Source: an optimization exercise on an open RTL-to-GDS flow (aim: small area, a short achievable clock period and few clock cycles per item). Production flows keep margins and buffers that such runs may drop. The RTL was checked by simulation tests, not by an equivalence proof against the original design.

===== design.v =====
module led_serial
   (
    clk,
    reset,
    keyi,
    datai,
    dataq,
    start,
    done);
   input          clk;
   input          reset;
   input  [127:0] keyi;
   input  [63:0]  datai;
   output [63:0]  dataq;
   input          start;
   output         done;
   reg  [63:0] state;
   reg  [5:0]  rc;      
   reg  [1:0]  cnt;     
   reg         ksel;    
   reg         busy;
   reg         done_r;  
   wire last = (rc == 6'h09);
   wire [63:0] s;
   wire [63:0] t;
   genvar i, r, c;
   generate
      for (i = 0; i < 16; i = i + 1) begin : g_sb
         led_sbox u_sb (.x(state[63-4*i -: 4]), .y(s[63-4*i -: 4]));
      end
      for (r = 0; r < 4; r = r + 1) begin : g_sr_r
         for (c = 0; c < 4; c = c + 1) begin : g_sr_c
            assign t[63-4*(r*4+c) -: 4] = s[63-4*(r*4 + (c+r)%4) -: 4];
         end
      end
   endgenerate
   wire [63:0] mc;
   generate
      for (c = 0; c < 4; c = c + 1) begin : g_mc
         wire [15:0] o;
         led_mcol u_mc (.i({t[63-4*c -: 4], t[63-4*(4+c) -: 4],
                            t[63-4*(8+c) -: 4], t[63-4*(12+c) -: 4]}), .o(o));
         assign mc[63-4*c -: 4]      = o[15:12];
         assign mc[63-4*(4+c) -: 4]  = o[11:8];
         assign mc[63-4*(8+c) -: 4]  = o[7:4];
         assign mc[63-4*(12+c) -: 4] = o[3:0];
      end
   endgenerate
   wire       step_end = (cnt == 2'd3);
   wire       use_k1 = ~busy | (step_end & ~ksel);
   wire       use_k2 = busy & step_end & ksel;
   wire [5:0] rca = busy ? rc : 6'h01;
   wire       addc = ~(busy & last);
   wire [63:0] cmask = addc ? {4'h8, 1'b0, rca[5:3], 8'h0,
                                4'h9, 1'b0, rca[2:0], 8'h0,
                                4'h2, 1'b0, rca[5:3], 8'h0,
                                4'h3, 1'b0, rca[2:0], 8'h0} : 64'h0;
   wire [63:0] mask = ({64{use_k1}} & keyi[127:64]) | ({64{use_k2}} & keyi[63:0]);
   wire [63:0] state_next = (busy ? mc : datai) ^ mask ^ cmask;
   always @(posedge clk)
     if (busy | start)
       state <= state_next;
   always @(posedge clk)
     if (start & ~busy) begin
        rc   <= 6'h03;
        cnt  <= 2'd0;
        ksel <= 1'b1;
     end else begin
        rc   <= {rc[4:0], rc[5] ^ rc[4] ^ 1'b1};
        cnt  <= cnt + 2'd1;
        if (step_end) ksel <= ~ksel;
     end
   wire busy_next = busy ? ~last : start;
   always @(posedge clk, posedge reset)
     if (reset) begin
        busy   <= 1'b0;
        done_r <= 1'b1;
     end else begin
        busy   <= busy_next;
        done_r <= ~busy_next;
     end
   assign done  = done_r;
   assign dataq = state;
endmodule
module led_sbox (x, y);
   input  [3:0] x;
   output [3:0] y;
   wire a = x[0] & ~x[2];
   wire b = x[3] & ~a;
   wire e = x[0] & x[1];
   wire f = x[2] | ~x[1];
   wire g = ~((f & ~x[0]) | x[3]) & ~e;
   wire h = x[3] ^ x[0];
   wire k = ~((~(x[3] & x[0]) | f) & (x[3] | x[1]));
   assign y[0] = h ^ (x[2] & ~x[1]);
   assign y[1] = ~((h & x[2]) | k);
   assign y[2] = ((b | ~e) & ~(b & ~x[1])) ^ x[2];
   assign y[3] = ~((f & b) | g);
endmodule
module led_mcol (i, o);
   input  [15:0] i;
   output [15:0] o;
   wire x0 = i[15] ^ i[7];
   wire x1 = i[10] ^ i[5];
   wire x2 = i[4] ^ i[3];
   wire x3 = i[9] ^ x0;
   wire x4 = i[6] ^ i[2];
   wire x5 = i[11] ^ i[0];
   wire x6 = i[14] ^ i[8];
   wire x7 = i[12] ^ i[1];
   wire x8 = x1 ^ x7;
   wire x9 = i[13] ^ x4;
   wire x10 = i[6] ^ x5;
   wire x11 = i[1] ^ x2;
   wire x12 = i[7] ^ x6;
   wire x13 = i[12] ^ i[4];
   wire x14 = i[14] ^ i[0];
   wire x15 = x3 ^ x8;
   wire x16 = i[5] ^ x11;
   wire x17 = x3 ^ x6;
   wire x18 = i[11] ^ x9;
   wire x19 = i[13] ^ i[9];
   wire x20 = i[9] ^ i[10];
   wire x21 = i[13] ^ i[6];
   wire x22 = i[12] ^ i[2];
   wire x23 = i[8] ^ i[3];
   wire x24 = i[15] ^ i[8];
   wire x25 = x4 ^ x14;
   wire x26 = x1 ^ x23;
   wire x27 = x2 ^ x5;
   wire x28 = x4 ^ x13;
   wire x29 = i[13] ^ x5;
   wire x30 = x13 ^ x20;
   wire x31 = x2 ^ x14;
   wire x32 = x22 ^ x24;
   wire x33 = i[10] ^ x2;
   wire x34 = i[0] ^ x1;
   wire x35 = i[4] ^ x1;
   wire x36 = x10 ^ x30;
   wire x37 = x3 ^ x31;
   wire x38 = x0 ^ x10;
   wire x39 = i[3] ^ x12;
   wire x40 = i[5] ^ x28;
   wire x41 = x12 ^ x34;
   wire x42 = x27 ^ x32;
   wire x43 = i[15] ^ x8;
   wire x44 = x21 ^ x26;
   wire x45 = x10 ^ x11;
   wire x46 = x25 ^ x35;
   wire x47 = x16 ^ x19;
   wire x48 = x9 ^ x41;
   wire x49 = x18 ^ x33;
   wire x50 = x17 ^ x40;
   wire x51 = x16 ^ x38;
   wire x52 = i[2] ^ x15;
   wire x53 = x15 ^ x29;
   wire x54 = x12 ^ x36;
   wire x55 = x3 ^ x44;
   wire x56 = x17 ^ x45;
   assign o[12] = x39;
   assign o[13] = x37;
   assign o[14] = x43;
   assign o[15] = x18;
   assign o[8] = x49;
   assign o[9] = x48;
   assign o[10] = x56;
   assign o[11] = x52;
   assign o[4] = x53;
   assign o[5] = x50;
   assign o[6] = x55;
   assign o[7] = x54;
   assign o[0] = x51;
   assign o[1] = x42;
   assign o[2] = x47;
   assign o[3] = x46;
endmodule

===== flow/run.sh =====
#!/bin/bash
# Layout flow: the standard flow, with two changes.
#  1. Synthesis maps the logic with the ABC script flow/abc.script in place of
#     ORFS's abc_speed.script (same Yosys script, registers untouched).
#  2. The ports are buffered by the smallest buffer, sky130_fd_sc_hd__buf_1,
#     instead of the one buffer_ports picks by default.
set -euo pipefail
here=$(pwd)
rm -rf "$here/scripts_abc"
cp -r "$FLOW_HOME/scripts" "$here/scripts_abc"
cp "$here/flow/abc.script" "$here/scripts_abc/abc_speed.script"
bash standard.sh "SCRIPTS_DIR=$here/scripts_abc" synth > synth.log 2>&1
bash standard.sh "BUFFER_PORTS_ARGS=-buffer_cell sky130_fd_sc_hd__buf_1" SETUP_SLACK_MARGIN=7.2 finish > layout.log 2>&1

===== flow/abc.script =====
&get -n
&st
&deepsyn -T 60
&dch
&nf
&put

===== standard.sh =====
#!/bin/bash
# synth_recipe.tcl (not shown) runs the flow's synth.tcl, then flattens the netlist and writes it again
# the make line also repeats each setting of config.mk as NAME=value (left out here)
make -C /OpenROAD-flow-scripts/flow DESIGN_CONFIG=/design/flow/config.mk WORK_HOME=/design/flow/orfs CLKGATE_MAP_FILE= SYNTH_SCRIPT=/design/flow/synth_recipe.tcl "${@:-finish}"

===== config.mk =====
export PLATFORM = sky130hd
export DESIGN_NAME = led_serial
export DESIGN_NICKNAME = led_serial
export VERILOG_FILES = /design/flow/design.v
export SDC_FILE = /design/flow/constraint.sdc
export NUM_CORES = 4
export LEC_CHECK = 0
export CAP_MARGIN = 20
export CORE_MARGIN = 2
export CORE_UTILIZATION = 40
export PLACE_DENSITY = 0.6
export SLEW_MARGIN = 20

===== constraint.sdc =====
create_clock -name core_clock -period 10.0 [get_ports {clk}]
set_input_delay 2.0000 -clock core_clock [delete_from_list [all_inputs] [get_ports {clk}]]
set_output_delay 2.0000 -clock core_clock [all_outputs]
set_load 0.01 [all_outputs]

==> results of run 1 <==
## sequential cells by signal, summed over array words and instances (netlist names)
name / cells
busy: 1
ksel: 1
rc: 6
state: 64
done_r: 1
cnt: 2
## cell type report
type / instances / area [sq um]
multi-input combinational: 734 / 6751
fill: 1586 / 6719
timing repair buffer: 436 / 2497
clock inverter: 7 / 61.31
sequential: 75 / 2160
tap: 234 / 292.8
inverter: 16 / 61.31
clock buffer: 9 / 225.2
## repair_timing
action                     CTS  global route
pin swaps                   18            59
cloned                       1             0
gates resized for setup     96           214
setup endpoints to repair  195           117
setup buffers               89            85
## per-layer routing
layer / vias to the layer above / routed length (um) / global-route usage
li1: 3795 / - / -
met1: 3831 / 11850 / 0.3129
met2: 270 / 14170 / 0.4274
met3: 44 / 1432 / 0.03186
met4: 0 / 670 / 0.06826
met5: - / 0 / 0
## metrics by stage
stage / utilization / instances / cell area [sq um] / setup WS (ns)
finish: 0.6420 / 1511 / 12050 / 6.976
CTS: 0.5571 / 1426 / 10460 / 6.970
global placement: 0.4805 / 1320 / 9017 / 6.482
detailed placement: 0.4805 / 1320 / 9017 / 6.434
global route: 0.6420 / 1511 / 12050 / 6.944
floorplan: - / 824 / 7712 / 5.076
## placed cells by master, fill, tap and decap left out, types with 44 or more instances in the layout
cell type  synthesis  routed
a21oi_1           75      62
nor2_1            70      69
xnor2_1          241     186
buf_4              0     171
a22oi_1           75      70
clkbuf_2           0      46
buf_1              0     202
xor2_1            83      53
xnor2_2            0      44
edfxtp_1          64      64
## worst max path at each step
stage                      to
CTS                 dataq[16]
floorplan           state[40]
finish              dataq[16]
detailed placement  state[47]
global route        dataq[16]
global placement    state[44]
## worst register-to-register path, stage by stage, from the launching register on
cell and delay (ns):
edfxtp_1 0.41, buf_4 0.15, buf_4 0.14, nor2b_2 0.18, o21ai_0 0.23, o22ai_2 0.20
xor2_2 0.23, xor2_2 0.17, buf_4 0.15, buf_4 0.16, xnor2_4 0.22, xor2_1 0.19
a21oi_1 0.10, xnor2_1 0.13
## cell families after synthesis
logic type,share of synthesized area
AOI/OAI and AO/OA,0.1652
xor gates and xnor gates,0.4015
adders and majority gates,0.02927
buffers and inverters,0.007805
DFF,0.2798
muxes,0.02244
and+or+nand+nor,0.09399
==> impl_metrics.ini, run 1 <==
[logic_synthesis]
syn-cell-area_sq_um = 7695
synth_area_leader_cell = xnor2_1
synth-async-reset-ratio = 0.02667
ys_seq_area_frac = 0.2798
synth_area_leaders = xnor2_1, edfxtp_1, xor2_1, a22oi_1, a21oi_1
synth_cell_type_count = 29
synth_most_common_cell = xnor2_1
ys_warn_count = 1
synth_ff_type = edfxtp_1
synth_seq_cells = 75
syn_inst = 824
synth_edf_count = 64
yosys-top-cells-count = xnor2_1, xor2_1, a21oi_1, a22oi_1, nor2_1
synth_top_area_share = 0.2743
syn_nets = 1037
syn_area_per_cell_sq_um = 9.338

[critical_path]
max_stage_delay_ns = 0.50
reg2regPathDepth = 13
worst-path-stages = 1
critPathTopFamily = flip-flops
crit_start = state[16]
critPathKind = reg2out
cp.arrival_ns = 1.02
slowest_stage = edfxtp_1
rr_startpoint = state[53]
worstPathMaxFanout = 5
r2r_end = state[39]
cp.required_ns = 8.00
path_buf_inv = 1
reg2reg_slack_ns = 7.09
cp-end-kind = primary output
cp-start-kind = flop
crit_chain = buf_1

[timing]
finalSetupViolations = 0
whs_ns = 0.4318
report.final.slew_viol_count = 0
tns_ns = 0
fmax_mhz = 330.7
finalHoldViolCount = 0
clock_skew_ns = 0.01293
finalCriticalPeriod_ns = 3.024
worst_pin_slew_ns = 0.9108
post-route-period-util = 0.3024
slew_headroom = 0.3864
rsz0062_at_grt = true

[grt]
globalRouteTotalUtil = 0.2430
grt_first_pass_wirelength_mm = 37.77
antenna_found_initial = 0
grt-ovfl-total = 0
grt_max_degree = 69
grt_pass1_vias = 7185

[clocking]
cts_max_level = 3
cts_root_buf = clkbuf_16
numClockSinks = 75
clk_pin_slew_ns = 0.07
cts_made_buffers = 9
tritoncts = done
clock_path_buffers = 2
hold_buffers = 0
worstSkewPairLatency_ns = 0.35

[detailed_routing]
vias = 7940
routed_wl_mm = 28.12
detail_route.vias_per_cell = 5.255
drc = 0
drt-pass1-iter-count = 5
wl_per_cell_um = 18.61
first_iter_violations = 387
drtAntennaViolNets = 0

[floorplan]
rows = 50
die_y_um = 142.7
num_io_pins = 260
die-area_sq_um = 20360
core-area_sq_um = 18770
initial_core_util = 0.4100
die_x_um = 142.7

[hold_path]
min_path_cells = 1
min-delay-start = cnt[0]
hold_end = cnt[0]
min_path_type = reg2reg

[cells_and_area]
nNetsFinal = 1485
num_antenna_cells = 0
drive_above_1_share = 0.3399
syn_to_final_growth_pct = 56.59

[outcome]
outcome = complete, no violations

[place]
post-dp-hpwl_mm = 17.90
place_congestion = 0.9261
portBuffers = 259

[job]
maxCapViolCount = 0
Testbench counts, summed over its fixed seeds: cycles 2,352, items 48.
==> run 2, diff against run 1 <==
--- a/flow/run.sh
+++ b/flow/run.sh
@@ -11,3 +11,3 @@
 cp "$here/flow/abc.script" "$here/scripts_abc/abc_speed.script"
 bash standard.sh "SCRIPTS_DIR=$here/scripts_abc" synth > synth.log 2>&1
-bash standard.sh "BUFFER_PORTS_ARGS=-buffer_cell sky130_fd_sc_hd__buf_1" SETUP_SLACK_MARGIN=7.2 finish > layout.log 2>&1
+bash standard.sh "BUFFER_PORTS_ARGS=-buffer_cell sky130_fd_sc_hd__buf_1" SETUP_SLACK_MARGIN=7.0 finish > layout.log 2>&1
==> impl_metrics.ini, run 2 <==
[clocking]
cts_root_buf = clkbuf_16
clk_pin_slew_ns = 0.07
cts_max_level = 3
cts_made_buffers = 9
numClockSinks = 75
worstSkewPairLatency_ns = 0.35
clock_path_buffers = 2
tritoncts = done
hold_buffers = 0

[critical_path]
worstPathMaxFanout = 5
max_stage_delay_ns = 0.50
cp.arrival_ns = 1.02
crit_chain = buf_6
slowest_stage = edfxtp_1
critPathKind = reg2out
critPathTopFamily = flip-flops
cp.required_ns = 8.00
path_buf_inv = 1
cp-end-kind = primary output
cp-start-kind = flop

[detailed_routing]
wl_per_cell_um = 17.34
vias = 7321
detail_route.vias_per_cell = 5.112
routed_wl_mm = 24.83
drtAntennaViolNets = 0
drc = 0
first_iter_violations = 333
drt-pass1-iter-count = 5

[logic_synthesis]
ys_seq_area_frac = 0.2798
synth-async-reset-ratio = 0.02667
synth_top_area_share = 0.2743
ys_warn_count = 1
synth_edf_count = 64
synth_area_leaders = xnor2_1, edfxtp_1, xor2_1, a22oi_1, a21oi_1
syn_area_per_cell_sq_um = 9.338
synth_area_leader_cell = xnor2_1
syn-cell-area_sq_um = 7695
synth_most_common_cell = xnor2_1
syn_nets = 1037
yosys-top-cells-count = xnor2_1, xor2_1, a21oi_1, a22oi_1, nor2_1
syn_inst = 824
synth_cell_type_count = 29
synth_seq_cells = 75
synth_ff_type = edfxtp_1

[cells_and_area]
syn_to_final_growth_pct = 36.89
multiInputGateArea_sq_um = 5948
top_regs = state: 64 flops, rc: 6 flops, cnt: 2 flops
mostFrequentLayoutCell = buf_1
regMostFlops = state
final_cell_mix = buf_1, xnor2_1, buf_4, a22oi_1, a21oi_1
nNetsFinal = 1404
drive_above_1_share = 0.1706
seqCellArea_sq_um = 2160
largest_register_ffs = 64
final.fill_count = 1799

[timing]
slew_headroom = 0.3651
clock_skew_ns = 0.009926
report.final.slew_viol_count = 0
finalCriticalPeriod_ns = 3.015
post-route-period-util = 0.3015
fmax_mhz = 331.7
tns_ns = 0
finalSetupViolations = 0
rsz0062_at_grt = true
finalHoldViolCount = 0
worst_pin_slew_ns = 0.9423

[floorplan]
die_x_um = 142.7
rows = 50
core-area_sq_um = 18770
num_io_pins = 260
initial_core_util = 0.4100
die_y_um = 142.7
die-area_sq_um = 20360

[outcome]
outcome = complete, no violations

[grt]
grt-ovfl-total = 0
grt_pass1_vias = 6792
globalRouteTotalUtil = 0.2302
grt_first_pass_wirelength_mm = 35.99
grt_max_degree = 68
antenna_found_initial = 2

[job]
maxCapViolCount = 0

[place]
place_congestion = 0.9261
portBuffers = 259
post-dp-hpwl_mm = 17.90

[hold_path]
min_path_type = reg2reg
## run 2: cell type report
cell class              count  share of cell area
multi-input cells         734              0.5647
flip-flops and latches     75              0.2050
repair buffers            355              0.1690
well taps                 234             0.02779
clock buffers               9             0.02138
clock inverters             7            0.005820
inverters                  16            0.005820
diodes                      2           0.0004751
## run 2: cell families after synthesis
family / share of synthesized area
adder cells (fa/ha/maj): 0.02927
flip-flops: 0.2798
multiplexers: 0.02244
AND/OR/NAND/NOR: 0.09399
XOR/XNOR: 0.4015
buffers and inverters: 0.007805
AO/OA/AOI/OAI: 0.1652
## run 2: metal layers
metal  wire length [um]  GRT usage  up-vias
li1                   -          -     3636
met1              10970     0.3090     3442
met2              12090     0.3877      216
met3               1304    0.03186       27
met4                459    0.06566        0
met5                  0          0        -
## run 2: final timing paths
path | from | end | slack [ns] | cells after the start
max in group asynchronous | reset | done_r | 8.36 | 2
max | state[23] | dataq[23] | 6.98 | 1
min in group asynchronous | reset | busy | 1.46 | 2
min reg2reg | cnt[0] | cnt[0] | 0.43 | 1
min | cnt[0] | cnt[0] | 0.43 | 1
max reg2reg | state[20] | state[14] | 7.02 | 8
## run 2: per-stage QoR
stage | cell area [sq um] | hold WS [ns] | utilization | setup slack [ns] | instances
floorplan | 7712 | 0.4069 | - | 5.076 | 824
global placement | 9017 | 0.4188 | 0.4805 | 6.482 | 1320
detailed placement | 9017 | 0.4232 | 0.4805 | 6.434 | 1320
CTS | 9787 | 0.4341 | 0.5215 | 6.965 | 1375
global route | 10530 | 0.4563 | 0.5611 | 6.892 | 1431
finish | 10530 | 0.4320 | 0.5613 | 6.985 | 1432
## run 2: repair_timing
item / in CTS / in global routing
buffers inserted: 39 / 54
gates resized for setup: 39 / 77
setup endpoints to repair: 93 / 154
pin swaps: 2 / 11
gates cloned: 0 / 1
==> run 3, diff against run 2 <==
--- a/flow/run.sh
+++ b/flow/run.sh
@@ -11,3 +11,3 @@
 cp "$here/flow/abc.script" "$here/scripts_abc/abc_speed.script"
 bash standard.sh "SCRIPTS_DIR=$here/scripts_abc" synth > synth.log 2>&1
-bash standard.sh "BUFFER_PORTS_ARGS=-buffer_cell sky130_fd_sc_hd__buf_1" SETUP_SLACK_MARGIN=7.0 finish > layout.log 2>&1
+bash standard.sh "BUFFER_PORTS_ARGS=-buffer_cell sky130_fd_sc_hd__buf_1" SETUP_SLACK_MARGIN=7.0 TNS_END_PERCENT=0 finish > layout.log 2>&1
==> impl_metrics.ini, run 3 <==
[timing]
finalHoldViolCount = 0
clock_skew_ns = 0.007487
post-route-period-util = 0.3069
worst_pin_slew_ns = 0.9676
finalCriticalPeriod_ns = 3.069
tns_ns = 0
report.final.slew_viol_count = 0
whs_ns = 0.4260
fmax_mhz = 325.9
slew_headroom = 0.3550
rsz0062_at_grt = true
finalSetupViolations = 0

[cells_and_area]
mostFrequentLayoutCell = buf_1
final_cell_mix = buf_1, xnor2_1, a22oi_1, a21oi_1, xor2_1
top_regs = state: 64 flops, rc: 6 flops, cnt: 2 flops
drive_above_1_share = 0.08192
nNetsFinal = 1331
num_antenna_cells = 0
largest_register_ffs = 64
syn_to_final_growth_pct = 27.43
final.fill_count = 1803
final_core_util = 0.5225
regMostFlops = state
fin_cells = 1357

[detailed_routing]
drc = 0
drt-pass1-iter-count = 5
routed_wl_mm = 22.61
vias = 6870
first_iter_violations = 310
detail_route.vias_per_cell = 5.063
drtAntennaViolNets = 0
wl_per_cell_um = 16.66

[logic_synthesis]
syn_nets = 1037
synth_edf_count = 64
synth_ff_type = edfxtp_1
synth-async-reset-ratio = 0.02667
synth_most_common_cell = xnor2_1
synth_area_leader_cell = xnor2_1
synth_cell_type_count = 29
synth_top_area_share = 0.2743
ys_seq_area_frac = 0.2798
synth_area_leaders = xnor2_1, edfxtp_1, xor2_1, a22oi_1, a21oi_1
syn_area_per_cell_sq_um = 9.338
syn-cell-area_sq_um = 7695
syn_inst = 824
synth_seq_cells = 75
ys_warn_count = 1
yosys-top-cells-count = xnor2_1, xor2_1, a21oi_1, a22oi_1, nor2_1

[critical_path]
cp.required_ns = 8.00
max_stage_delay_ns = 0.52
critPathTopFamily = flip-flops
cp-end-kind = primary output
worstPathMaxFanout = 5
path_buf_inv = 1
crit_chain = buf_1
critPathKind = reg2out
reg2reg_slack_ns = 7.02
cp.arrival_ns = 1.07
slowest_stage = edfxtp_1
cp-start-kind = flop

[place]
post-dp-hpwl_mm = 17.49
dp.cells = 1321
portBuffers = 259
place_congestion = 0.9069

[outcome]
outcome = complete, no violations

[hold_path]
min_path_type = reg2reg

[clocking]
cts_max_level = 3
cts_root_buf = clkbuf_16
clock_path_buffers = 2
clk_pin_slew_ns = 0.06
numClockSinks = 75
worstSkewPairLatency_ns = 0.34
tritoncts = done
cts_made_buffers = 9

[grt]
grt_first_pass_wirelength_mm = 33.22
globalRouteTotalUtil = 0.2121
antenna_found_initial = 0
grt_pass1_vias = 6213
grt-ovfl-total = 0
grt_max_degree = 104

[floorplan]
rows = 50
initial_core_util = 0.4100
die-area_sq_um = 20360
die_y_um = 142.7
die_x_um = 142.7
core-area_sq_um = 18770
num_io_pins = 260

[job]
maxCapViolCount = 0
## run 3: stage by stage
step                      instance area, sq um  setup WS, ns
final                                     9806         6.931
after global routing                      9806         6.883
after CTS                                 9408         6.872
after detailed placement                  9025         6.651
after global placement                    9025         6.676
after floorplan                           7712         5.006
## run 3: cell type report
cell class | instances | area (sq um) | share of cell area
Clock inverter | 5 | 62.56 | 0.006380
Tap cell | 234 | 292.8 | 0.02986
Clock buffer | 11 | 275.3 | 0.02807
Multi-Input combinational cell | 733 | 5789 | 0.5904
Inverter | 16 | 61.31 | 0.006252
Timing Repair Buffer | 283 | 1165 | 0.1188
Sequential cell | 75 | 2160 | 0.2202
## run 3: path summary, 6_finish.rpt
kind	startpoint	endpoint	depth (start not counted)
worst max-delay path	state[34]	dataq[34]	1
worst min-delay path	cnt[0]	cnt[0]	1
worst max register to register	state[43]	state[45]	8
worst min register to register	cnt[0]	cnt[0]	1
max in group asynchronous	reset	done_r	2
min in group asynchronous	reset	busy	2
## run 3: cell families (layout without fill, tap and decap cells)
group	after synthesis	count (layout)	share of synthesized area
XOR/XNOR	335	335	0.4015
AO/OA/AOI/OAI	210	210	0.1652
AND/OR/NAND/NOR	153	153	0.09399
flip-flops	75	75	0.2798
adder cells (fa/ha/maj)	18	18	0.02927
multiplexers	17	17	0.02244
buffers and inverters	16	315	0.007805
## run 3: repair_timing
action,in CTS,in global routing
hold buffers,0,0
setup buffers,0,20
pin swaps,0,2
endpoints found under the hold margin,0,0
resized for setup,7,46
gates cloned,0,0
setup endpoints to repair,81,172
## run 3: per-layer routing
metal  GRT usage  vias up  share of wire
met5           0        -              0
met4     0.04846        0          0.011
met3     0.03119       18          0.057
met2      0.3621      211           0.48
met1      0.2845     3151           0.46
li1            -     3490              -
## run 3: worst reg2reg max path: stages (launching register included)
cell and delay, ns:
edfxtp_1 0.48, ha_1 0.35, xnor2_1 0.39, xor2_1 0.30
xor2_1 0.47, xnor2_1 0.19, xnor3_1 0.27, a21oi_1 0.19
xnor2_1 0.09
==> run 4, diff against run 3 <==
--- a/flow/run.sh
+++ b/flow/run.sh
@@ -11,3 +11,3 @@
 cp "$here/flow/abc.script" "$here/scripts_abc/abc_speed.script"
 bash standard.sh "SCRIPTS_DIR=$here/scripts_abc" synth > synth.log 2>&1
-bash standard.sh "BUFFER_PORTS_ARGS=-buffer_cell sky130_fd_sc_hd__buf_1" SETUP_SLACK_MARGIN=7.0 TNS_END_PERCENT=0 finish > layout.log 2>&1
+bash standard.sh "BUFFER_PORTS_ARGS=-buffer_cell sky130_fd_sc_hd__buf_1" SETUP_SLACK_MARGIN=6.8 TNS_END_PERCENT=0 finish > layout.log 2>&1
==> impl_metrics.ini, run 4 <==
[grt]
top_usage_layer = met2
use_met2 = 0.3611
grt_use_met3 = 0.03119
grt_first_pass_wirelength_mm = 33.12
antenna_found_initial = 0
globalRouteTotalUtil = 0.2116
grt_pass1_vias = 6196
grt_max_degree = 104
grtUsageMet1 = 0.2838
grt-ovfl-total = 0

[hold_path]
min_path_cells = 1
min_path_type = reg2reg
min-delay-start = cnt[0]
hold_end = cnt[0]

[logic_synthesis]
synth_area_leader_cell = xnor2_1
syn_inst = 824
synth_cell_type_count = 29
synth_area_leaders = xnor2_1, edfxtp_1, xor2_1, a22oi_1, a21oi_1
ys_seq_area_frac = 0.2798
syn_area_per_cell_sq_um = 9.338
syn-cell-area_sq_um = 7695
yosys-top-cells-count = xnor2_1, xor2_1, a21oi_1, a22oi_1, nor2_1
ys_warn_count = 1
synth-async-reset-ratio = 0.02667
syn_nets = 1037
synth_most_common_cell = xnor2_1
synth_seq_cells = 75
synth_ff_type = edfxtp_1
synth_edf_count = 64
synth_top_area_share = 0.2743

[timing]
finalCriticalPeriod_ns = 3.176
finalSetupViolations = 0
fmax_mhz = 314.8
post-route-period-util = 0.3176
finalHoldViolCount = 0
report.final.slew_viol_count = 0
worst_pin_slew_ns = 0.9758
whs_ns = 0.4261
tns_ns = 0
clock_skew_ns = 0.006130
rsz0062_at_grt = true
slew_headroom = 0.3494

[cells_and_area]
largest_register_ffs = 64
mostFrequentLayoutCell = buf_1
top_regs = state: 64 flops, rc: 6 flops, cnt: 2 flops
seqCellArea_sq_um = 2160
regMostFlops = state
syn_to_final_growth_pct = 22.46
multiInputGateArea_sq_um = 5565
final_cell_mix = buf_1, xnor2_1, xor2_1, a22oi_1, a21oi_1
final.fill_count = 1834
num_antenna_cells = 0
nNetsFinal = 1311
drive_above_1_share = 0.03354

[critical_path]
crit_top_cell = xnor2_1
worstPathMaxFanout = 6
max_stage_delay_ns = 0.50
cp-end-kind = flop
rr_startpoint = state[22]
r2r_end = state[45]
cp-start-kind = flop
reg2reg_slack_ns = 6.82
reg2regPathDepth = 8
cp.arrival_ns = 3.26
critPathKind = reg2reg
crit_chain = o21ai_0, mux2i_1, xnor2_1, xnor2_1, xor2_1, xnor3_1, a21oi_1, xnor2_1
slowest_stage = xnor3_1
cp.required_ns = 10.09

[detailed_routing]
vias = 6776
drc = 0
drt-pass1-iter-count = 4
drtAntennaViolNets = 0
wl_per_cell_um = 16.58
first_iter_violations = 354
routed_wl_mm = 22.17
detail_route.vias_per_cell = 5.068

[clocking]
cts_max_level = 3
worstSkewPairLatency_ns = 0.34
cts_root_buf = clkbuf_16
postCtsSetupRepairBufs = 0
hold_buffers = 0
tritoncts = done
numClockSinks = 75
clk_pin_slew_ns = 0.07
cts_made_buffers = 9
clock_path_buffers = 2

[floorplan]
num_io_pins = 260
core-area_sq_um = 18770
rows = 50
die_y_um = 142.7
initial_core_util = 0.4100
die_x_um = 142.7
die-area_sq_um = 20360

[place]
portBuffers = 259
place_congestion = 0.9069
post-dp-hpwl_mm = 17.49

[job]
maxCapViolCount = 0

[outcome]
outcome = complete, no violations
==> run 4: cell counts after synthesis <==
Identical to the previous run, type by type.
==> run 4: worst max path at each step <==
stage / start / endpoint / slack (ns) / cells after the start
final: state[22] / state[45] / 6.82 / 8
after detailed placement: start / done_r / 6.65 / 4
after global placement: start / done_r / 6.68 / 4
after CTS: state[35] / state[21] / 6.80 / 7
after global routing: state[54] / state[21] / 6.63 / 9
after floorplan: cnt[1] / state[40] / 5.01 / 6
==> run 4: kinds of logic (layout without fill, tap and decap cells) <==
family | Yosys count | in the layout | share of synthesized area
xor gates and xnor gates | 335 | 335 | 0.4015
DFF | 75 | 75 | 0.2798
buffers and inverters | 16 | 295 | 0.007805
adders and majority gates | 18 | 18 | 0.02927
muxes | 17 | 17 | 0.02244
and+or+nand+nor | 153 | 153 | 0.09399
AOI/OAI and AO/OA | 210 | 210 | 0.1652
==> run 4: cell type report <==
class	count	share of cell area
multi-input combinational	733	0.5906
inverter	16	0.006506
timing repair buffer	263	0.1068
clock inverter	5	0.006639
sequential	75	0.2292
tap	234	0.03107
clock buffer	11	0.02921
==> run 4: routing by layer <==
| layer | wire length (um) | vias to the layer above |
|---|---|---|
| li1 | - | 3458 |
| met1 | 10290 | 3098 |
| met2 | 10450 | 204 |
| met3 | 1189 | 16 |
| met4 | 242 | 0 |
| met5 | 0 | - |
==> run 4: repair_timing <==
| item | CTS | global route |
|---|---|---|
| gates cloned | 0 | 0 |
| gates resized for setup | 3 | 6 |
| setup endpoints to repair | 10 | 20 |
==> run 4: per-stage QoR <==
step,util,worst slack (ns),instance area [sq um],cells
2_1_floorplan,-,5.006,7712,824
3_3_place_gp,0.4809,6.676,9025,1321
3_5_place_dp,0.4809,6.651,9025,1321
4_1_cts,0.4998,6.798,9380,1337
5_1_grt,0.5021,6.635,9423,1337
6_report,0.5021,6.824,9423,1337
==> run 4: critical path: cells and delay by family (launching register included) <==
family                    cells  cell delay (ns)
xor gates and xnor gates      5             1.64
AOI/OAI and AO/OA             2             0.50
DFF                           1             0.48
muxes                         1             0.30
==> run 5, diff against run 4 <==
--- a/flow/run.sh
+++ b/flow/run.sh
@@ -11,3 +11,3 @@
 cp "$here/flow/abc.script" "$here/scripts_abc/abc_speed.script"
 bash standard.sh "SCRIPTS_DIR=$here/scripts_abc" synth > synth.log 2>&1
-bash standard.sh "BUFFER_PORTS_ARGS=-buffer_cell sky130_fd_sc_hd__buf_1" SETUP_SLACK_MARGIN=6.8 TNS_END_PERCENT=0 finish > layout.log 2>&1
+bash standard.sh "BUFFER_PORTS_ARGS=-buffer_cell sky130_fd_sc_hd__buf_1" finish > layout.log 2>&1
--- a/config.mk
+++ b/config.mk
@@ -9,4 +9,6 @@
 export CORE_MARGIN = 2
 export CORE_UTILIZATION = 40
+export CTS_CLUSTER_DIAMETER = 500
+export CTS_CLUSTER_SIZE = 100
 export PLACE_DENSITY = 0.6
 export SLEW_MARGIN = 20
==> impl_metrics.ini, run 5 <==
[logic_synthesis]
synth-async-reset-ratio = 0.02667
synth_seq_cells = 75
synth_area_leader_cell = xnor2_1
synthSimpleGateAreaFrac = 0.09398
synth_mux_area_frac = 0.02244
synthAdderAreaFrac = 0.02927
synth_top_family_by_area = XOR/XNOR gates
yosys-top-cells-count = xnor2_1, xor2_1, a21oi_1, a22oi_1, nor2_1
synth_edf_count = 64
synth_cell_type_count = 29
synth_most_common_cell = xnor2_1
syn_inst = 824
synth_ff_type = edfxtp_1
syn_nets = 1037
synth_area_leaders = xnor2_1, edfxtp_1, xor2_1, a22oi_1, a21oi_1
syn_area_per_cell_sq_um = 9.338
synth_xor_area_frac = 0.4015
syn-cell-area_sq_um = 7695
ys_seq_area_frac = 0.2798
ys_warn_count = 1
synth_compound_area_frac = 0.1652
synth_top_area_share = 0.2743

[floorplan]
die-area_sq_um = 20360
initial_core_util = 0.4100
die_y_um = 142.7
core-area_sq_um = 18770
rows = 50
die_x_um = 142.7
num_io_pins = 260

[timing]
rsz0062_at_grt = false
whs_ns = 0.4422
setup_ws_ns = 6.808
post-route-period-util = 0.3192
fmax_mhz = 313.3
tns_ns = 0
finalHoldViolCount = 0
clock_skew_ns = 0.01235
report.final.slew_viol_count = 0
slew_headroom = 0.3398
finalCriticalPeriod_ns = 3.192
worst_pin_slew_ns = 0.9902
finalSetupViolations = 0

[critical_path]
worstPathMaxFanout = 6
cp.required_ns = 10.10
cp-end-kind = flop
critPathKind = reg2reg
cp.arrival_ns = 3.29
cp-start-kind = flop

[grt]
globalRouteTotalUtil = 0.2086
grt-ovfl-total = 0
antenna_found_initial = 0
grt_pass1_vias = 6151
grt_max_degree = 69
grt_first_pass_wirelength_mm = 32.52

[cells_and_area]
regMostFlops = state
num_antenna_cells = 0
fin_cells = 1337
multiInputGateArea_sq_um = 5497
final.fill_count = 1897
seqCellArea_sq_um = 2157
top_regs = state: 64 flops, rc: 6 flops, cnt: 2 flops
largest_register_ffs = 64
syn_to_final_growth_pct = 21.45
nNetsFinal = 1311
final_area_sq_um = 9345
final_core_util = 0.4979
drive_above_1_share = 0.02267
mostFrequentLayoutCell = buf_1
final_cell_mix = buf_1, xnor2_1, xor2_1, a22oi_1, a21oi_1

[clocking]
clk_pin_slew_ns = 0.07
cts_root_buf = clkbuf_16
worstSkewPairLatency_ns = 0.34
clock_path_buffers = 2
hold_buffers = 0
numClockSinks = 75
cts_resized = 0
tritoncts = done
cts_max_level = 3
cts_made_buffers = 9
postCtsSetupRepairBufs = 0

[detailed_routing]
routed_wl_mm = 21.87
drc = 0
first_iter_violations = 236
detail_route.vias_per_cell = 5.030
vias = 6725
drtAntennaViolNets = 0
drt-pass1-iter-count = 5
wl_per_cell_um = 16.36

[place]
place_congestion = 0.8807
post-dp-hpwl_mm = 17.54
portBuffers = 259
dp.cells = 1321
placed_cell_area_sq_um = 9009
place_ws_ns = 6.622

[hold_path]
min_path_type = reg2reg

[job]
maxCapViolCount = 0

[outcome]
outcome = complete, no violations
-- run 5: cell count changes in the layout (fill, tap and decap cells not counted), moves of 2 or more --
cell      previous run  this run
a221oi_1             1         3
a221oi_2             2         0
dfxtp_1              7         9
dfxtp_2              2         0
inv_6                2         0
xnor2_1            238       241
xnor2_2              3         0
xor2_1              81        83
xor2_2               2         0
-- run 5: final cells by class --
| cell class | instances | share of cell area |
|---|---|---|
| Multi-Input combinational cell | 733 | 0.5882 |
| Clock inverter | 3 | 0.002410 |
| Tap cell | 234 | 0.03133 |
| Sequential cell | 75 | 0.2308 |
| Inverter | 16 | 0.006427 |
| Clock buffer | 13 | 0.03361 |
| Timing Repair Buffer | 263 | 0.1072 |
-- run 5: worst max-delay path: stages (launching register included) --
cell and delay, ns:
edfxtp_1 0.49, ha_1 0.35, a221oi_1 0.63, xor2_1 0.49
xor2_1 0.27, xnor3_1 0.46, a21oi_1 0.19, xnor2_1 0.08
-- run 5: worst paths after layout --
| kind | from | endpoint | slack (ns) | cells past startpoint |
|---|---|---|---|---|
| setup / recovery | state[35] | state[21] | 6.81 | 7 |
| max in group asynchronous | reset | done_r | 8.34 | 2 |
| min in group asynchronous | reset | busy | 1.47 | 2 |
| hold reg to reg | cnt[0] | cnt[0] | 0.44 | 1 |
| setup reg to reg | state[35] | state[21] | 6.81 | 7 |
| hold / removal | cnt[0] | cnt[0] | 0.44 | 1 |
-- run 5: routing by layer --
layer	vias up	part of all wire	wire length, um	global-route usage
met4	0	0.0094	206	0.03960
met5	-	0	0	0
met1	3056	0.47	10220	0.2904
met2	203	0.47	10270	0.3479
li1	3455	-	-	-
met3	11	0.053	1168	0.02985
-- run 5: cells by family (layout without fill, tap and decap cells) --
group / after synthesis / count (layout)
buf+inv: 16 / 295
fa+ha+maj: 18 / 18
compound gates: 210 / 210
xor+xnor: 335 / 335
flops: 75 / 75
mux: 17 / 17
simple gates: 153 / 153
==> run 6, diff against run 5 <==
--- a/config.mk
+++ b/config.mk
@@ -9,6 +9,4 @@
 export CORE_MARGIN = 2
 export CORE_UTILIZATION = 40
-export CTS_CLUSTER_DIAMETER = 500
-export CTS_CLUSTER_SIZE = 100
 export PLACE_DENSITY = 0.6
 export SLEW_MARGIN = 20
==> impl_metrics.ini, run 6 <==
[clocking]
numClockSinks = 75
postCtsSetupRepairBufs = 0
clock_path_buffers = 2
clk_pin_slew_ns = 0.07
hold_buffers = 0
cts_made_buffers = 9
worstSkewPairLatency_ns = 0.34
cts_resized = 0
cts_max_level = 3
tritoncts = done
cts_root_buf = clkbuf_16

[timing]
clock_skew_ns = 0.01235
fmax_mhz = 313.3
setup_ws_ns = 6.808
rsz0062_at_grt = false
finalHoldViolCount = 0
worst_pin_slew_ns = 0.9902
finalSetupViolations = 0
finalCriticalPeriod_ns = 3.192
slew_headroom = 0.3398
report.final.slew_viol_count = 0
tns_ns = 0
post-route-period-util = 0.3192

[detailed_routing]
top_layer_used = met4
wl_per_cell_um = 16.36
routed_wl_mm = 21.87
drt-pass1-iter-count = 5
wl_met3_mm = 1.168
routedLengthMet1_mm = 10.22
vias = 6725
detail_route.vias_per_cell = 5.030
first_iter_violations = 236
wl_met2_mm = 10.27
drtAntennaViolNets = 0
drc = 0

[logic_synthesis]
synth_area_leader_cell = xnor2_1
synthAdderAreaFrac = 0.02927
synth_mux_area_frac = 0.02244
yosys-top-cells-count = xnor2_1, xor2_1, a21oi_1, a22oi_1, nor2_1
synth_ff_type = edfxtp_1
synth_area_leaders = xnor2_1, edfxtp_1, xor2_1, a22oi_1, a21oi_1
synth_edf_count = 64
syn_area_per_cell_sq_um = 9.338
ys_seq_area_frac = 0.2798
synth_cell_type_count = 29
synth_compound_area_frac = 0.1652
synth_top_area_share = 0.2743
syn_inst = 824
synth_top_family_by_area = XOR/XNOR gates
synth-async-reset-ratio = 0.02667
synth_xor_area_frac = 0.4015
synth_most_common_cell = xnor2_1
syn_nets = 1037
syn-cell-area_sq_um = 7695
synth_seq_cells = 75
ys_warn_count = 1
synthSimpleGateAreaFrac = 0.09398

[critical_path]
max_stage_delay_ns = 0.63
rr_startpoint = state[35]
cp-end-kind = flop
critPathKind = reg2reg
critPathTopFamily = XOR/XNOR gates
cp-start-kind = flop
path_buf_inv = 0
cp.arrival_ns = 3.29
r2r_end = state[21]
reg2reg_slack_ns = 6.81
slowest_stage = a221oi_1
crit_top_cell = xor2_1
worstPathMaxFanout = 6
crit_chain = ha_1, a221oi_1, xor2_1, xor2_1, xnor3_1, a21oi_1, xnor2_1
cp.required_ns = 10.10
reg2regPathDepth = 7

[cells_and_area]
final_core_util = 0.4979
num_antenna_cells = 0
largest_register_ffs = 64
final.fill_count = 1897
final_cell_mix = buf_1, xnor2_1, xor2_1, a22oi_1, a21oi_1
seqCellArea_sq_um = 2157
mostFrequentLayoutCell = buf_1
multiInputGateArea_sq_um = 5497
syn_to_final_growth_pct = 21.45
regMostFlops = state
nNetsFinal = 1311
drive_above_1_share = 0.02267
top_regs = state: 64 flops, rc: 6 flops, cnt: 2 flops
final_area_sq_um = 9345
fin_cells = 1337

[floorplan]
rows = 50
core-area_sq_um = 18770
die_x_um = 142.7
num_io_pins = 260
die-area_sq_um = 20360
initial_core_util = 0.4100
die_y_um = 142.7

[outcome]
outcome = complete, no violations

[grt]
grt_max_degree = 69
grt_pass1_vias = 6151
antenna_found_initial = 0
grt-ovfl-total = 0
globalRouteTotalUtil = 0.2086
grt_first_pass_wirelength_mm = 32.52

[place]
post-dp-hpwl_mm = 17.54
place_congestion = 0.8807
placed_cell_area_sq_um = 9009
dp.cells = 1321
portBuffers = 259
place_ws_ns = 6.622

[job]
maxCapViolCount = 0

[hold_path]
hold_end = cnt[0]
min-delay-start = cnt[0]
min_path_type = reg2reg
min_path_cells = 1
## run 6: cell type report
cell class | count | area share
flip-flops and latches | 75 | 0.2308
repair buffers | 263 | 0.1072
clock inverters | 3 | 0.002410
clock buffers | 13 | 0.03361
well taps | 234 | 0.03133
multi-input cells | 733 | 0.5882
inverters | 16 | 0.006427
## run 6: worst max path at each step
| stage | from | to | slack (ns) | cells after the start |
|---|---|---|---|---|
| after floorplan | busy | state[40] | 3.25 | 4 |
| after global placement | start | done_r | 6.67 | 4 |
| after detailed placement | start | done_r | 6.62 | 4 |
| after CTS | state[54] | state[21] | 6.80 | 9 |
| after global routing | state[54] | state[21] | 6.59 | 9 |
| final | state[35] | state[21] | 6.81 | 7 |
## run 6: per-stage QoR
stage / hold WS, ns
2_1_floorplan: 0.3984
3_3_place_gp: 0.4164
3_5_place_dp: 0.4225
4_1_cts: 0.4314
5_1_grt: 0.4590
6_report: 0.4422
## run 6: cells by family (layout without fill, tap and decap cells)
family                     Yosys count  count (layout)
xor gates and xnor gates           335             335
AOI/OAI and AO/OA                  210             210
and+or+nand+nor                    153             153
DFF                                 75              75
adders and majority gates           18              18
muxes                               17              17
buffers and inverters               16             295
## run 6: per-layer routing
layer | global-route usage | up-vias
li1 | - | 3455
met1 | 0.2904 | 3056
met2 | 0.3479 | 203
met3 | 0.02985 | 11
met4 | 0.03960 | 0
met5 | 0 | -
==> run 7, diff against run 6 <==
--- a/config.mk
+++ b/config.mk
@@ -9,4 +9,5 @@
 export CORE_MARGIN = 2
 export CORE_UTILIZATION = 40
+export CTS_BUF_LIST = sky130_fd_sc_hd__clkbuf_8
 export PLACE_DENSITY = 0.6
 export SLEW_MARGIN = 20
==> impl_metrics.ini, run 7 <==
[logic_synthesis]
ys_warn_count = 1
synth_top_area_share = 0.2743
synthAdderAreaFrac = 0.02927
syn-cell-area_sq_um = 7695
synth_seq_cells = 75
synth-async-reset-ratio = 0.02667
synth_area_leader_cell = xnor2_1
synth_cell_type_count = 29
synth_area_leaders = xnor2_1, edfxtp_1, xor2_1, a22oi_1, a21oi_1
syn_inst = 824
ys_seq_area_frac = 0.2798
synth_edf_count = 64
synth_compound_area_frac = 0.1652
synth_mux_area_frac = 0.02244
syn_area_per_cell_sq_um = 9.338
synth_xor_area_frac = 0.4015
synth_most_common_cell = xnor2_1
synthSimpleGateAreaFrac = 0.09398
syn_nets = 1037
synth_ff_type = edfxtp_1
yosys-top-cells-count = xnor2_1, xor2_1, a21oi_1, a22oi_1, nor2_1
synth_top_family_by_area = XOR/XNOR gates

[clocking]
postCtsSetupRepairBufs = 0
cts_resized = 0
cts_root_buf = clkbuf_8
worstSkewPairLatency_ns = 0.37
hold_buffers = 0
clk_pin_slew_ns = 0.09
clock_path_buffers = 2
cts_max_level = 3
numClockSinks = 75
tritoncts = done
cts_made_buffers = 9

[timing]
whs_ns = 0.4493
finalHoldViolCount = 0
slew_headroom = 0.3286
tns_ns = 0
report.final.slew_viol_count = 0
clock_skew_ns = 0.01360
worst_pin_slew_ns = 1.007
fmax_mhz = 311.8
post-route-period-util = 0.3207
finalSetupViolations = 0
rsz0062_at_grt = false
finalCriticalPeriod_ns = 3.207

[cells_and_area]
final_cell_mix = buf_1, xnor2_1, xor2_1, a22oi_1, a21oi_1
syn_to_final_growth_pct = 20.33
drive_above_1_share = 0.02267
nNetsFinal = 1311
largest_register_ffs = 64
num_antenna_cells = 0
mostFrequentLayoutCell = buf_1
top_regs = state: 64 flops, rc: 6 flops, cnt: 2 flops
fin_cells = 1337
regMostFlops = state

[floorplan]
rows = 50
die-area_sq_um = 20360
die_y_um = 142.7
core-area_sq_um = 18770
die_x_um = 142.7
num_io_pins = 260
initial_core_util = 0.4100

[detailed_routing]
routed_wl_mm = 21.87
vias = 6702
drtAntennaViolNets = 0
wl_per_cell_um = 16.36
drt-pass1-iter-count = 4
first_iter_violations = 232
detail_route.vias_per_cell = 5.013
drc = 0

[place]
dp.cells = 1321
place_congestion = 0.8807
portBuffers = 259
post-dp-hpwl_mm = 17.54

[hold_path]
min_path_cells = 1
min_path_type = reg2reg

[critical_path]
crit_chain = ha_1, a221oi_1, xor2_1, xor2_1, xnor3_1, a21oi_1, xnor2_1
reg2reg_slack_ns = 6.79
cp-start-kind = flop
cp-end-kind = flop
cp.required_ns = 10.12
crit_top_cell = xor2_1
max_stage_delay_ns = 0.63
slowest_stage = a221oi_1
cp.arrival_ns = 3.33
worstPathMaxFanout = 6
reg2regPathDepth = 7
critPathKind = reg2reg

[outcome]
outcome = complete, no violations

[grt]
grt_pass1_vias = 6154
globalRouteTotalUtil = 0.2088
grt_max_degree = 69
grt-ovfl-total = 0
grt_first_pass_wirelength_mm = 32.53
antenna_found_initial = 0

[job]
maxCapViolCount = 0
run 7: changes by cell type in the layout (fill, tap and decap cells not counted), sizes merged:
cell and change:
bufinv +3, clkbuf -3
run 7: per-stage QoR:
| stage | worst slack, ns | util | area (sq um) |
|---|---|---|---|
| after floorplan | 3.250 | - | 7695 |
| after global placement | 6.674 | 0.4800 | 9009 |
| after detailed placement | 6.622 | 0.4800 | 9009 |
| after CTS | 6.806 | 0.4933 | 9259 |
| after global routing | 6.592 | 0.4933 | 9259 |
| final | 6.793 | 0.4933 | 9259 |
run 7: cell families (layout without fill, tap and decap cells):
| group | count (synthesis) | after routing |
|---|---|---|
| XOR/XNOR | 335 | 335 |
| AO/OA/AOI/OAI | 210 | 210 |
| AND/OR/NAND/NOR | 153 | 153 |
| flip-flops | 75 | 75 |
| adder cells (fa/ha/maj) | 18 | 18 |
| multiplexers | 17 | 17 |
| buffers and inverters | 16 | 295 |
run 7: path summary, 6_finish.rpt:
path                            from        end
setup / recovery           state[32]  state[21]
hold / removal                cnt[0]     cnt[0]
setup reg to reg           state[32]  state[21]
hold reg to reg               cnt[0]     cnt[0]
max in group asynchronous      reset     done_r
min in group asynchronous      reset       busy
run 7: cell type report:
class	instances	area (sq um)
multi-input cells	733	5497
fillers	1900	9509
clock buffers	10	137.6
well taps	234	292.8
inverters	16	60.06
clock inverters	6	112.6
repair buffers	263	1002
flip-flops and latches	75	2157
run 7: critical path: cells and delay by family, from the launching register on:
kind,cells,cell delay (ns)
XOR/XNOR,4,1.31
AO/OA/AOI/OAI,2,0.81
flip-flops,1,0.48
adder cells (fa/ha/maj),1,0.36
run 7: layer usage:
metal / GRT usage / share of wire / up-vias
met3: 0.02314 / 0.047 / 17
li1: - / - / 3451
met4: 0.05263 / 0.013 / 0
met1: 0.2879 / 0.47 / 3050
met2: 0.3502 / 0.47 / 184
met5: 0 / 0 / -
==> run 8, diff against run 7 <==
==> flow/abc.script (replaced) <==
&get -n
&st
&deepsyn -T 60
&dch
&nf -p -R 50
&put
==> impl_metrics.ini, run 8 <==
[outcome]
outcome = complete, no violations

[grt]
globalRouteTotalUtil = 0.2115
grt-ovfl-total = 0
antenna_found_initial = 0
grt_pass1_vias = 6180
grt_max_degree = 106
grt_first_pass_wirelength_mm = 32.71

[critical_path]
r2r_end = state[20]
critPathTopFamily = XOR/XNOR gates
path_buf_inv = 0
slowest_stage = xnor2_1
cp.required_ns = 10.18
cp.arrival_ns = 3.47
crit_top_cell = xnor2_1
reg2reg_slack_ns = 6.71
max_stage_delay_ns = 0.57
worstPathMaxFanout = 6
crit_chain = ha_1, a22oi_1, o21ai_0, xnor2_1, xnor2_1, xnor2_1, xnor2_1, a21oi_1, xnor2_1
rr_startpoint = state[28]
critPathKind = reg2reg
reg2regPathDepth = 9
cp-end-kind = flop
cp-start-kind = flop

[logic_synthesis]
syn-cell-area_sq_um = 7520
synth_area_leader_cell = xnor2_1
synth_top_area_share = 0.2947
synth_edf_count = 64
syn_area_per_cell_sq_um = 8.952
synth_ff_type = edfxtp_1
synth-async-reset-ratio = 0.02667
synth_seq_cells = 75
syn_nets = 1053
ys_seq_area_frac = 0.2864
syn_inst = 840
synth_area_leaders = xnor2_1, edfxtp_1, xor2_1, a22oi_1, a21oi_1
synth_cell_type_count = 27
yosys-top-cells-count = xnor2_1, xor2_1, a21oi_1
ys_warn_count = 1
synth_most_common_cell = xnor2_1

[detailed_routing]
routed_wl_mm = 21.32
vias = 6685
detail_route.vias_per_cell = 4.941
drc = 0
first_iter_violations = 262
drtAntennaViolNets = 0
drt-pass1-iter-count = 4
wl_per_cell_um = 15.76

[timing]
worst_pin_slew_ns = 1.057
finalSetupViolations = 0
rsz0062_at_grt = false
clock_skew_ns = 0.01487
finalCriticalPeriod_ns = 3.293
tns_ns = 0
fmax_mhz = 303.7
report.final.slew_viol_count = 0
finalHoldViolCount = 0
post-route-period-util = 0.3293
slew_headroom = 0.2950
setup_ws_ns = 6.707

[cells_and_area]
final_core_util = 0.4836
regMostFlops = state
final_cell_mix = buf_1, xnor2_1, xor2_1, a21oi_1
num_antenna_cells = 0
top_regs = state: 64 flops, rc: 6 flops, cnt: 2 flops
mostFrequentLayoutCell = buf_1
final.fill_count = 1899
nNetsFinal = 1327
largest_register_ffs = 64
syn_to_final_growth_pct = 19.50
drive_above_1_share = 0.01787

[floorplan]
core-area_sq_um = 18580
num_io_pins = 260
die_x_um = 141.1
die_y_um = 141.1
initial_core_util = 0.4047
die-area_sq_um = 19910
rows = 50

[clocking]
cts_made_buffers = 9
numClockSinks = 75
cts_max_level = 3
clk_pin_slew_ns = 0.08
hold_buffers = 0
cts_resized = 0
worstSkewPairLatency_ns = 0.38
clock_path_buffers = 2
tritoncts = done
postCtsSetupRepairBufs = 0
cts_root_buf = clkbuf_8

[place]
place_congestion = 0.8863
place_ws_ns = 6.696
portBuffers = 259
post-dp-hpwl_mm = 16.62

[hold_path]
min_path_type = reg2reg
min_path_cells = 1
hold_end = cnt[0]
min-delay-start = cnt[0]

[job]
maxCapViolCount = 0
==> run 8: cell types whose count changed after synthesis, moves of 9 or more <==
cell / change
mux2i_1: -14
nand3_1: +9
nand2_1: -15
clkinv_1: +12
xnor2_1: +12
o21ai_0: +33
nor2b_1: -11
==> run 8: layer usage <==
metal | wire length [um] | vias up | part of all wire | track usage
met2 | 9769 | 191 | 0.46 | 0.3508
met5 | 0 | - | 0 | 0
li1 | - | 3500 | - | -
met1 | 10240 | 2981 | 0.48 | 0.2910
met3 | 1084 | 13 | 0.051 | 0.02921
met4 | 229 | 0 | 0.011 | 0.05368
==> run 8: metrics by stage <==
stage	std cells	area [sq um]	hold WS [ns]
after detailed placement	1337	8833	0.4167
after global placement	1337	8833	0.4149
after floorplan	840	7520	0.3984
after CTS	1353	8986	0.4294
after global routing	1353	8986	0.4630
final	1353	8986	0.4309
==> run 8: how the worst max path moves through the flow <==
stage	start	to	slack, ns	cells past startpoint
global placement	state[28]	state[20]	6.66	9
CTS	state[28]	state[20]	6.65	9
floorplan	busy	state[40]	3.31	4
global route	state[28]	state[20]	6.45	9
detailed placement	start	done_r	6.70	4
finish	state[28]	state[20]	6.71	9
==> run 8: area by class of cell <==
| cell class | instances | area, sq um | area share |
|---|---|---|---|
| Multi-Input combinational cell | 737 | 5276 | 0.5872 |
| Sequential cell | 75 | 2157 | 0.2400 |
| Inverter | 28 | 105.1 | 0.01170 |
| Timing Repair Buffer | 263 | 1002 | 0.1115 |
| Clock buffer | 9 | 123.9 | 0.01378 |
| Tap cell | 234 | 292.8 | 0.03258 |
| Clock inverter | 7 | 28.78 | 0.003202 |
==> run 8: cells by family (layout without fill, tap and decap cells) <==
logic type / Yosys count / in the layout / share of synthesized area
compound gates: 242 / 242 / 0.1889
mux: 1 / 1 / 0.001331
xor+xnor: 339 / 339 / 0.3948
simple gates: 137 / 137 / 0.08469
flops: 75 / 75 / 0.2864
fa+ha+maj: 18 / 18 / 0.02995
buf+inv: 28 / 307 / 0.01398
==> run 9, diff against run 8 <==
==> flow/abc.script (replaced) <==
&get -n
&st
&deepsyn -T 60
&dch
&nf -R 35
&put
==> impl_metrics.ini, run 9 <==
[outcome]
outcome = complete, no violations

[place]
post-dp-hpwl_mm = 17.18
place_congestion = 0.9067
placed_cell_area_sq_um = 8833
portBuffers = 259
dp.cells = 1333

[cells_and_area]
final_core_util = 0.4853
regMostFlops = state
final_cell_mix = buf_1, xnor2_1, xor2_1, a22oi_1, a21oi_1
final_area_sq_um = 9017
num_antenna_cells = 0
largest_register_ffs = 64
syn_to_final_growth_pct = 19.92
fin_cells = 1349
drive_above_1_share = 0.01883
nNetsFinal = 1323
mostFrequentLayoutCell = buf_1
top_regs = state: 64 flops, rc: 6 flops, cnt: 2 flops
final.fill_count = 1882

[timing]
clock_skew_ns = 0.01284
fmax_mhz = 309.3
report.final.slew_viol_count = 0
finalCriticalPeriod_ns = 3.233
finalHoldViolCount = 0
tns_ns = 0
finalSetupViolations = 0
post-route-period-util = 0.3233
worst_pin_slew_ns = 0.9804
slew_headroom = 0.3464
rsz0062_at_grt = false

[detailed_routing]
wl_per_cell_um = 16.09
routed_wl_mm = 21.71
drc = 0
drtAntennaViolNets = 0
wl_met3_mm = 1.168
first_iter_violations = 321
detail_route.vias_per_cell = 5.019
routedLengthMet1_mm = 9.982
top_layer_used = met4
vias = 6770
wl_met2_mm = 10.35
drt-pass1-iter-count = 5

[floorplan]
core-area_sq_um = 18580
die_x_um = 141.1
num_io_pins = 260
rows = 50
initial_core_util = 0.4047
die-area_sq_um = 19910
die_y_um = 141.1

[logic_synthesis]
synth_cell_type_count = 27
synth_edf_count = 64
ys_warn_count = 1
syn-cell-area_sq_um = 7520
synth_most_common_cell = xnor2_1
synth-async-reset-ratio = 0.02667
syn_inst = 836
synth_area_leader_cell = xnor2_1
syn_nets = 1049
synth_area_leaders = xnor2_1, edfxtp_1, xor2_1, a22oi_1, a21oi_1
synth_ff_type = edfxtp_1
yosys-top-cells-count = xnor2_1, xor2_1, a21oi_1, a22oi_1, nor2_1
synth_seq_cells = 75
syn_area_per_cell_sq_um = 8.995
ys_seq_area_frac = 0.2864
synth_top_area_share = 0.2947

[critical_path]
rr_startpoint = state[28]
worstPathMaxFanout = 6
cp-end-kind = flop
crit_start = state[28]
cp.arrival_ns = 3.36
cp-start-kind = flop
reg2reg_slack_ns = 6.77
reg2regPathDepth = 9
critPathKind = reg2reg
crit_end = state[39]
cp.required_ns = 10.12
r2r_end = state[39]

[job]
maxCapViolCount = 0

[grt]
globalRouteTotalUtil = 0.2133
grt_first_pass_wirelength_mm = 32.72
grt_max_degree = 80
grt-ovfl-total = 0
grt_pass1_vias = 6253
antenna_found_initial = 0

[clocking]
postCtsSetupRepairBufs = 0
cts_root_buf = clkbuf_8
cts_resized = 0
numClockSinks = 75
cts_max_level = 3
clock_path_buffers = 2
clk_pin_slew_ns = 0.08
cts_made_buffers = 9
worstSkewPairLatency_ns = 0.38
hold_buffers = 0
tritoncts = done

[hold_path]
min_path_type = reg2reg
run 9: cell types whose count changed in the layout (fill, tap and decap cells not counted), moves of 3 or more:
cell | before | now
nand3_1 | 11 | 7
o22ai_1 | 1 | 4
mux2i_1 | 1 | 5
o21ai_0 | 78 | 71
nand2_1 | 7 | 10
a21oi_1 | 81 | 78
run 9: routing by layer:
layer  GRT usage  vias to the layer above
met4     0.04632                        0
li1            -                     3482
met5           0                        -
met3     0.04246                       14
met2      0.3610                      189
met1      0.2827                     3085
run 9: cell families (layout without fill, tap and decap cells):
group | count (synthesis) | in the layout | synth area share
flip-flops | 75 | 75 | 0.2864
AO/OA/AOI/OAI | 237 | 237 | 0.1867
buffers and inverters | 28 | 307 | 0.01398
multiplexers | 5 | 5 | 0.006656
XOR/XNOR | 339 | 339 | 0.3948
AND/OR/NAND/NOR | 134 | 134 | 0.08153
adder cells (fa/ha/maj) | 18 | 18 | 0.02995
run 9: worst min-delay path by stage:
stage,from,end,slack [ns],cells after the start
after floorplan,cnt[0],cnt[0],0.40,1
after global placement,cnt[0],cnt[0],0.42,1
after detailed placement,cnt[0],cnt[0],0.42,1
after CTS,cnt[0],cnt[0],0.43,1
after global routing,rc[0],rc[1],0.48,2
final,cnt[0],cnt[0],0.44,1
run 9: critical path, stage by stage, from the launching register on:
cell and delay [ns]:
edfxtp_1 0.48, ha_1 0.37, a22oi_1 0.17, o21ai_0 0.28
xnor2_1 0.57, xnor2_1 0.22, xnor2_1 0.31, xor2_1 0.30
a21oi_1 0.13, xnor2_1 0.16
run 9: per-stage QoR:
stage          setup WS (ns)  hold WS (ns)
4_1_cts                6.804        0.4341
6_report               6.767        0.4417
2_1_floorplan          3.245        0.3984
5_1_grt                6.605        0.4819
3_5_place_dp           6.665        0.4228
3_3_place_gp           6.665        0.4185
run 9: layout make-up:
class | instances | area (sq um) | share of cell area
multi-input combinational | 733 | 5276 | 0.5851
sequential | 75 | 2157 | 0.2392
timing repair buffer | 263 | 1002 | 0.1111
tap | 234 | 292.8 | 0.03247
clock buffer | 9 | 123.9 | 0.01374
inverter | 28 | 105.1 | 0.01166
clock inverter | 7 | 60.06 | 0.006660

==> port drivers added, routing unchanged <==
How much do the figures lean on ideal ports? The routed layouts below were timed once more, with nothing changed but the port constraints.
Step 1, drivers: a clkbuf_16 drives clk and a buf_2 each remaining input, both assumed.
Step 2 moves the port delays by t, midway between the first and last clock arrival at a register: inputs arrive t later, outputs are due t later. That takes back most of the time a late clock gives input paths.
Slacks: ideal ports / drivers / drivers and shift; pairs: ideal ports / drivers.
run | t (ns) | setup slack, ns | worst hold slack (ns)
run 1 | 0.389 | 6.976 / 6.934 / 6.937 | 0.432 / 0.432 / 0.432
run 2 | 0.383 | 6.985 / 6.945 / 6.919 | 0.432 / 0.432 / 0.432
run 3 | 0.383 | 6.931 / 6.889 / 6.704 | 0.426 / 0.426 / 0.426
run 4 | 0.383 | 6.824 / 6.824 / 6.698 | 0.426 / 0.426 / 0.426
run 5 | 0.378 | 6.808 / 6.808 / 6.684 | 0.442 / 0.442 / 0.442
run 6 | 0.378 | 6.808 / 6.808 / 6.684 | 0.442 / 0.442 / 0.442
run 7 | 0.398 | 6.793 / 6.793 / 6.674 | 0.449 / 0.449 / 0.449
run 8 | 0.412 | 6.707 / 6.707 / 6.707 | 0.431 / 0.431 / 0.431
run 9 | 0.413 | 6.767 / 6.767 / 6.694 | 0.442 / 0.442 / 0.442
After both steps every run listed still meets setup and hold. The setup slack of run 3, which loses most, moves by -0.042 ns with the drivers and by -0.227 ns with both steps.
